Context: an optimization exercise on an open-source flow, tuned for small area. The choices shown serve that exercise and are no tape-out recipe.
In this exercise RTL edits were held to simulation tests only and were not proved equivalent to the original.
The clock port is modelled as an ideal driver, which makes a skipped or thinned clock tree look cheaper than it is; a real chip needs a root buffer or a tree.
Power and IR drop assume default switching activity.

lane 5:
## top
module top (
    input               clk,  
    input               rst,  
    input       [3:0]   sw,
    output      [3:0]   led
);
Size: about 160 cells after synthesis, ~10 I/O pins, ~0.0014 mm² of cells after synthesis.
==> flow/config.mk <==
export PLATFORM = sky130hd
export DESIGN_NAME = top
export DESIGN_NICKNAME = top
export VERILOG_FILES = /design/flow/design.v
export SDC_FILE = /design/flow/constraint.sdc
export NUM_CORES = 4
export LEC_CHECK = 0
export CAP_MARGIN = 20
export CORE_MARGIN = 2
export CORE_UTILIZATION = 40
export SLEW_MARGIN = 20
==> flow/constraint.sdc <==
create_clock -name core_clock -period 10.0 [get_ports {clk}]
set_input_delay 2.0000 -clock core_clock [delete_from_list [all_inputs] [get_ports {clk}]]
set_output_delay 2.0000 -clock core_clock [all_outputs]
set_load 0.01 [all_outputs]
standard.sh (not shown) runs the stock make flow with config.mk's settings and CLKGATE_MAP_FILE= SYNTH_SCRIPT=/design/flow/synth_recipe.tcl, a recipe that flattens the netlist after the stock synthesis.
==> flow/flow/run.sh <==
#!/bin/bash
# Own layout flow:
#  1. the standard synthesis (standard.sh synth), unchanged;
#  2. the combinational logic between the registers re-mapped by ABC for
#     area (registers, their names and cells untouched): several ABC runs
#     with different random seeds, in two rounds, keeping the smallest;
#  3. the standard ORFS layout, with buf_1 port buffers and, after CTS, the
#     clock tree replaced by a few leaf buffers driven by the clock port
#     (flow/clock_tree.tcl).
# Each tool's output goes to its own log file in the work folder.
set -euo pipefail
W=$PWD
F=$W/flow
R=$W/orfs/results/$FLOW_PLATFORM/top/base
LIB=$FLOW_HOME/platforms/$FLOW_PLATFORM/lib/sky130_fd_sc_hd__tt_025C_1v80.lib
YOSYS=$(command -v yosys || echo $FLOW_HOME/../tools/install/yosys/bin/yosys)

# 1. standard synthesis
bash standard.sh synth > $W/synth.log 2>&1

# 2. area re-mapping
mkdir -p $W/remap
cp $R/1_2_yosys.v $W/remap/standard.v
DU=$(grep -o -- '-dont_use [^ ]*' $W/orfs/logs/$FLOW_PLATFORM/top/base/1_2_yosys.log | sort -u | tr '\n' ' ')
remap_one() {  # in.v seed tag
  local tag=$3
  sed -e "s|@SEED@|$2|" $F/remap.abc > $W/remap/$tag.abc
  sed -e "s|@LIB@|$LIB|g" -e "s|@IN@|$1|" -e "s|@OUT@|$W/remap/$tag.v|" \
      -e "s|@SCRIPT@|$W/remap/$tag.abc|" -e "s|@DU@|$DU|" $F/remap.ys > $W/remap/$tag.ys
  if timeout 600 $YOSYS -s $W/remap/$tag.ys > $W/remap/$tag.log 2>&1; then
    grep "Chip area for module" $W/remap/$tag.log | tail -1 | awk -v t=$tag '{print $NF, t}' >> $W/remap/areas.txt
  fi
}
: > $W/remap/areas.txt
for s in 1 2 3 4; do remap_one $W/remap/standard.v $s r1s$s & done; wait
for s in 5 6 7 8; do remap_one $W/remap/standard.v $s r1s$s & done; wait
if [[ -s $W/remap/areas.txt ]]; then
  best=$(sort -g $W/remap/areas.txt | head -1 | awk '{print $2}')
  for s in 11 12 13 14; do remap_one $W/remap/$best.v $s r2s$s & done; wait
  best=$(sort -g $W/remap/areas.txt | head -1 | awk '{print $2}')
  echo "using $best: $(sort -g $W/remap/areas.txt | head -1)" > $W/remap/chosen.txt
  cp $W/remap/$best.v $R/1_2_yosys.v
fi

# 3. layout
bash standard.sh finish \
  "BUFFER_PORTS_ARGS=-buffer_cell sky130_fd_sc_hd__buf_1" \
  "CTS_ARGS=-sink_clustering_enable -repair_clock_nets -dont_use_dummy_load -buf_list sky130_fd_sc_hd__clkbuf_4 -root_buf sky130_fd_sc_hd__clkbuf_4" \
  "POST_CTS_TCL=$F/clock_tree.tcl" > $W/layout.log 2>&1
Other scripts of this flow, unchanged in this note and not shown: flow/flow/clock_tree.tcl, flow/flow/remap.abc, flow/flow/remap.ys
For lane 2, these inputs were changed with respect to lane 5:
diff --git a/flow/flow/run.sh b/flow/flow/run.sh
--- a/flow/flow/run.sh
+++ b/flow/flow/run.sh
@@ -37,6 +37,6 @@
 if [[ -s $W/remap/areas.txt ]]; then
-  best=$(sort -g $W/remap/areas.txt | head -1 | awk '{print $2}')
+  best=$(sort -g $W/remap/areas.txt | awk 'NR==1 {print $2}')
   for s in 11 12 13 14; do remap_one $W/remap/$best.v $s r2s$s & done; wait
-  best=$(sort -g $W/remap/areas.txt | head -1 | awk '{print $2}')
-  echo "using $best: $(sort -g $W/remap/areas.txt | head -1)" > $W/remap/chosen.txt
+  best=$(sort -g $W/remap/areas.txt | awk 'NR==1 {print $2}')
+  sort -g $W/remap/areas.txt > $W/remap/chosen.txt
   cp $W/remap/$best.v $R/1_2_yosys.v
### Flow results
Lane 2 reached the final stage; the timing, DRC and antenna checks on its layout passed. From lane 5 to lane 2 the numbers moved as follows: worst hold slack barely changed; synthesized area per cell barely changed. Looking at lane 2 and lane 5, the power share of the sequential group is a wash. Lane 2 -> lane 5: least setup slack across all paths after layout delta 0, exact match. Looking at lane 2 and lane 5, the minimum clock period is a wash. On sequential cell count, lane 5 tracks lane 2 almost exactly. Comparing lane 5 against lane 2, there is no change at all in total chip power. Delta (lane 2 minus lane 5): data arrival time of the critical path roughly the same; first-pass GRT wire length roughly the same. Re pin slew with the least headroom to its limit: no difference whatsoever between lane 5 and lane 2.
No run of this note takes its clock network from TritonCTS; it comes from the design's own scripts or RTL.

## what the ideal ports hide
In the flow no input, the clock included, has a driving cell. The finished layouts below were timed again as built, in two steps. Step 1 (the two cells are an assumption about what drives the block):
set clk [get_ports {clk}]
set_driving_cell -lib_cell sky130_fd_sc_hd__clkbuf_16 $clk
set_driving_cell -lib_cell sky130_fd_sc_hd__buf_2 [delete_from_list [all_inputs] $clk]
Step 2 adds t to the input delays and takes it off the output delays; t is the mean of the earliest and latest rising clock arrival at the registers after step 1. Input paths then give back, and output paths get back, about the clock's delay inside the block. Three values: ideal ports, drivers, drivers and shift; two values: the first two.
run | t, ns | slack for setup (ns) | worst setup path after step 2 | worst data-port slew with drivers (ns)
lane 5 | 0.196 | 4.211 / 4.190 / 4.190 | input to output | 0.03
lane 2 | 0.196 | 4.211 / 4.190 / 4.190 | input to output | 0.03
After both steps setup and hold are still met in every run listed.
